Background: an optimization exercise with open tools, aiming at small area. Do not read the settings as production practice.
Only simulation tests tie the RTL to the original design; equivalence was not proved.

==> inputs of job 2677 <==
// fir_filter
module fir_filter (
    input CLK_Filter,
    input rst_n,
    input wire [7:0] filter_in,
    output wire [19:0] filter_out
);
clock: 8.0 ns
lec_check: 0
cap_margin: 20
core_margin: 2
core_utilization: 70
gpl_timing_driven: 0
slew_margin: 20
synth_hierarchical: 1
synth_minimum_keep_size: 0
standard.sh (not shown) runs the stock make flow with config.mk's settings and CLKGATE_MAP_FILE= SYNTH_SCRIPT=/design/flow/synth_recipe.tcl, a recipe that flattens the netlist after the stock synthesis.
==> flow/flow/run.sh <==
#!/bin/bash
# The standard ORFS flow (the standard.sh) with two arguments changed:
# the port buffers use the smallest buffer cell, and the clock tree is built
# from smaller clusters of smaller buffers, without dummy loads.
set -euo pipefail
bash standard.sh \
  'BUFFER_PORTS_ARGS=-buffer_cell sky130_fd_sc_hd__buf_1' \
  'CTS_ARGS=-sink_clustering_enable -repair_clock_nets -sink_clustering_size 10 -sink_clustering_max_diameter 60 -sink_buffer_max_cap_derate 1.0 -buf_list {sky130_fd_sc_hd__clkbuf_4} -dont_use_dummy_load' \
  finish > standard.log 2>&1
==> inputs of job 3916, as changes to job 2677 <==
--- a/flow/design.v
+++ b/flow/design.v
@@ -26,16 +26,16 @@
   reg [7:0] d19;
   reg [7:0] d20;
   reg [7:0] d21;
   reg [7:0] d22;
   reg [7:0] d23;
-  reg [2:0] st;
+  reg [1:0] st;
   always @(posedge CLK_Filter or negedge rst_n) begin
-    if (!rst_n) st <= 3'd0;
-    else st <= {st[1:0], 1'b1};
+    if (!rst_n) st <= 2'd0;
+    else st <= {st[1] | st[0], st[1] | ~st[0]};
   end
-  wire en = st[2];
+  wire en = st[1] & st[0];
   wire [7:0] en8 = {8{en}};
   always @(posedge CLK_Filter) begin
     d0 <= filter_in;
     d1 <= d0;
     d2 <= d1;
==> flow/flow/run.sh (replaced) <==
#!/bin/bash
# The standard ORFS flow (the standard.sh) with two arguments changed:
# the port buffers use the smallest buffer cell, and the clock tree is built
# from smaller clusters of smaller buffers, without dummy loads.
set -euo pipefail
bash standard.sh \
  'BUFFER_PORTS_ARGS=-buffer_cell sky130_fd_sc_hd__buf_1' \
  'CTS_ARGS=-sink_clustering_enable -repair_clock_nets -sink_clustering_size 16 -sink_clustering_max_diameter 80 -sink_buffer_max_cap_derate 1.0 -buf_list {sky130_fd_sc_hd__clkbuf_8} -dont_use_dummy_load' \
  finish > standard.log 2>&1
==> flow_summary.json <==
{
  "nClkBuffers": 26,
  "cp_cell_sequence": "fa_1 > fa_1 > fa_1 > fa_2 > fa_1 > fa_2 > fa_1 > fa_1 > fa_1 > fa_1 > fa_1 > inv_1 > fa_1 > fa_2 > fa_1 > fa_2 > ha_4 > nand4_2 > o211ai_1 > o21ai_0 > xor2_1",
  "seq_share_pct": 37.2,
  "slowest_delay_ns": 0.53,
  "status": "complete, no violations",
  "dieArea_sq_um": 16700,
  "nNetsFinal": 1054
}
That was job 2677.
==> flow_summary.json <==
{
  "slowest_delay_ns": 0.54,
  "nClkBuffers": 17,
  "viasPerCell": 5.36,
  "grt_antenna_before_repair": 0,
  "status": "complete, no violations",
  "seq_share_pct": 37.3
}
That was job 3916.

---

==> nickel <==
Starting RTL as in the previous note.
export LEC_CHECK = 0
export CAP_MARGIN = 20
export CORE_MARGIN = 2
export CORE_UTILIZATION = 70
export GPL_TIMING_DRIVEN = 0
export SLEW_MARGIN = 20
export SYNTH_HIERARCHICAL = 1
export SYNTH_MINIMUM_KEEP_SIZE = 0
create_clock -name core_clock -period 8.0 [get_ports {CLK_Filter}]
==> flow/flow/run.sh <==
#!/bin/bash
# The standard ORFS flow (the standard.sh) with two arguments changed:
# the port buffers use the smallest buffer cell, and the clock tree is built
# from smaller clusters of smaller buffers, without dummy loads.
set -euo pipefail
bash standard.sh \
  'BUFFER_PORTS_ARGS=-buffer_cell sky130_fd_sc_hd__buf_1' \
  'CTS_ARGS=-sink_clustering_enable -repair_clock_nets -sink_clustering_size 16 -sink_clustering_max_diameter 80 -sink_buffer_max_cap_derate 1.0 -buf_list {sky130_fd_sc_hd__clkbuf_8} -dont_use_dummy_load' \
  finish > standard.log 2>&1
==> inputs of indigo, as changes to nickel <==
--- a/flow/design.v
+++ b/flow/design.v
@@ -1,10 +1,10 @@
 module fir_filter (
     input CLK_Filter,
     input rst_n,
     input wire [7:0] filter_in,
-    output wire [19:0] filter_out
+    output reg [19:0] filter_out
 );
   reg [7:0] d0;
   reg [7:0] d1;
   reg [7:0] d2;
   reg [7:0] d3;
@@ -26,16 +26,16 @@
   reg [7:0] d19;
   reg [7:0] d20;
   reg [7:0] d21;
   reg [7:0] d22;
   reg [7:0] d23;
-  reg [2:0] st;
+  reg [1:0] st;
   always @(posedge CLK_Filter or negedge rst_n) begin
-    if (!rst_n) st <= 3'd0;
-    else st <= {st[1:0], 1'b1};
+    if (!rst_n) st <= 2'd0;
+    else st <= {st[1] | st[0], st[1] | ~st[0]};
   end
-  wire en = st[2];
+  wire en = st[1] & st[0];
   wire [7:0] en8 = {8{en}};
   always @(posedge CLK_Filter) begin
     d0 <= filter_in;
     d1 <= d0;
     d2 <= d1;
@@ -726,18 +726,14 @@
   wire o662 = s620 ^ g649;
   wire o663 = s592 ^ g650;
   wire o664 = n622 ^ g651;
   wire o665 = 1'b1 ^ g652;
   wire [19:0] y = {o665, o664, o663, o662, o661, o660, o659, o658, o657, o656, o655, o654, s608, s606, s604, s602, s600, s598, s596, s594};
-  reg en2;
   always @(posedge CLK_Filter or negedge rst_n) begin
-    if (!rst_n) en2 <= 1'b0;
-    else en2 <= en;
+    if (!rst_n) filter_out <= 20'd0;
+    else filter_out <= y & {20{en}};
   end
-  reg [19:0] q;
-  always @(posedge CLK_Filter) q <= y;
-  assign filter_out = q & {20{en2}};
 endmodule
 module fir_fa (input a, input b, input ci, output s, output co);
   assign s = a ^ b ^ ci;
   assign co = (a & b) | (a & ci) | (b & ci);
 endmodule
--- a/flow/config.mk
+++ b/flow/config.mk
@@ -5,10 +5,10 @@
 export SDC_FILE = /design/flow/constraint.sdc
 export NUM_CORES = 4
 export LEC_CHECK = 0
 export CAP_MARGIN = 20
 export CORE_MARGIN = 2
-export CORE_UTILIZATION = 70
+export CORE_UTILIZATION = 75
 export GPL_TIMING_DRIVEN = 0
 export SLEW_MARGIN = 20
 export SYNTH_HIERARCHICAL = 1
 export SYNTH_MINIMUM_KEEP_SIZE = 0
==> inputs of amber, as changes to nickel <==
--- a/flow/design.v
+++ b/flow/design.v
@@ -1,10 +1,10 @@
 module fir_filter (
     input CLK_Filter,
     input rst_n,
     input wire [7:0] filter_in,
-    output wire [19:0] filter_out
+    output reg [19:0] filter_out
 );
   reg [7:0] d0;
   reg [7:0] d1;
   reg [7:0] d2;
   reg [7:0] d3;
@@ -26,16 +26,16 @@
   reg [7:0] d19;
   reg [7:0] d20;
   reg [7:0] d21;
   reg [7:0] d22;
   reg [7:0] d23;
-  reg [2:0] st;
+  reg [1:0] st;
   always @(posedge CLK_Filter or negedge rst_n) begin
-    if (!rst_n) st <= 3'd0;
-    else st <= {st[1:0], 1'b1};
+    if (!rst_n) st <= 2'd0;
+    else st <= {st[1] | st[0], st[1] | ~st[0]};
   end
-  wire en = st[2];
+  wire en = st[1] & st[0];
   wire [7:0] en8 = {8{en}};
   always @(posedge CLK_Filter) begin
     d0 <= filter_in;
     d1 <= d0;
     d2 <= d1;
@@ -726,18 +726,14 @@
   wire o662 = s620 ^ g649;
   wire o663 = s592 ^ g650;
   wire o664 = n622 ^ g651;
   wire o665 = 1'b1 ^ g652;
   wire [19:0] y = {o665, o664, o663, o662, o661, o660, o659, o658, o657, o656, o655, o654, s608, s606, s604, s602, s600, s598, s596, s594};
-  reg en2;
   always @(posedge CLK_Filter or negedge rst_n) begin
-    if (!rst_n) en2 <= 1'b0;
-    else en2 <= en;
+    if (!rst_n) filter_out <= 20'd0;
+    else filter_out <= y & {20{en}};
   end
-  reg [19:0] q;
-  always @(posedge CLK_Filter) q <= y;
-  assign filter_out = q & {20{en2}};
 endmodule
 module fir_fa (input a, input b, input ci, output s, output co);
   assign s = a ^ b ^ ci;
   assign co = (a & b) | (a & ci) | (b & ci);
 endmodule
--- a/flow/config.mk
+++ b/flow/config.mk
@@ -5,10 +5,10 @@
 export SDC_FILE = /design/flow/constraint.sdc
 export NUM_CORES = 4
 export LEC_CHECK = 0
 export CAP_MARGIN = 20
 export CORE_MARGIN = 2
-export CORE_UTILIZATION = 70
+export CORE_UTILIZATION = 85
 export GPL_TIMING_DRIVEN = 0
 export SLEW_MARGIN = 20
 export SYNTH_HIERARCHICAL = 1
 export SYNTH_MINIMUM_KEEP_SIZE = 0
==> notes <==
- In indigo the first-iteration DRC count is higher than in nickel, by about 20%.
- amber ended with an error in detailed placement with DPL-0033. nickel produced a clean layout. indigo completed with no timing, DRC or antenna violations.
- Against nickel, the register-to-register slack of indigo is better by 20 ps.
- Area after synthesis is about the same in amber and nickel.
- Between indigo and nickel, the lower clock skew is in indigo (gap 39 ps).
- Between nickel and indigo, the lower worst hold slack is in nickel (gap 27 ps).
==> figures <==
item	indigo	nickel	amber
Status	finished clean	finished clean	aborted with a tool error
Last stage reached	-	-	detailed placement
Most frequent standard cell in the layout excluding fill and tap cells	sky130_fd_sc_hd__fa_1	sky130_fd_sc_hd__fa_1	-
Share of Yosys cell area claimed by the top area cell type	0.507	0.506	0.507
Detailed-router iteration count before antenna repair	4	4	-
Non-clock buffer share of cell area	0.0178	0.0173	-
Post-Synth XOR/XNOR Area	0.00400	0.00560	0.00400
Non-clock buffer count	47	46	-
CP required	8380 ps	8350 ps	-
Number of cells on the critical path	22	21	-
Die Wd	125 µm	129 µm	117 µm
Ratio of layout area to synthesized area	1.066x	1.073x	-
Area of the placeable core	14400 µm²	15300 µm²	-
Worst clock skew	19.2 ps	57.7 ps	-
Setup TNS	0 ps	0 ps	-
Clock buffers created by TritonCTS	17	18	-
Mapped cell area	10900 µm²	10900 µm²	10900 µm²
Clock tree from TritonCTS	yes	yes	-

-- separate check: timing with driven ports --
The results above use ideal ports. As a check the final layouts listed here were re-extracted and re-timed, cells and wires unchanged.
Step 1 sets driving cells, clkbuf_16 on the clock port and buf_2 on the other inputs (assumed; they add their load-dependent delay and slew).
Step 2 also shifts input and output timing later by t, the mid clock arrival at the registers, as if the neighbouring blocks saw the same clock.
Slacks: no drivers / after step 1 / after step 2; pairs: no drivers / after step 1.
| run | shift t [ns] | setup slack, ns | clock arrival spread, ns | slew at the worst register clock pin (ns) |
|---|---|---|---|---|
| job 2677 | 0.654 | 0.234 / 0.234 / 0.234 | 0.062 / 0.062 | 0.11 / 0.11 |
| job 3916 | 0.528 | 0.262 / 0.262 / 0.262 | 0.025 / 0.025 | 0.10 / 0.10 |
| nickel | 0.527 | 0.236 / 0.236 / 0.236 | 0.058 / 0.058 | 0.10 / 0.10 |
| indigo | 0.534 | 0.258 / 0.258 / 0.258 | 0.019 / 0.019 | 0.10 / 0.10 |
After both steps setup and hold are still met in every run listed.
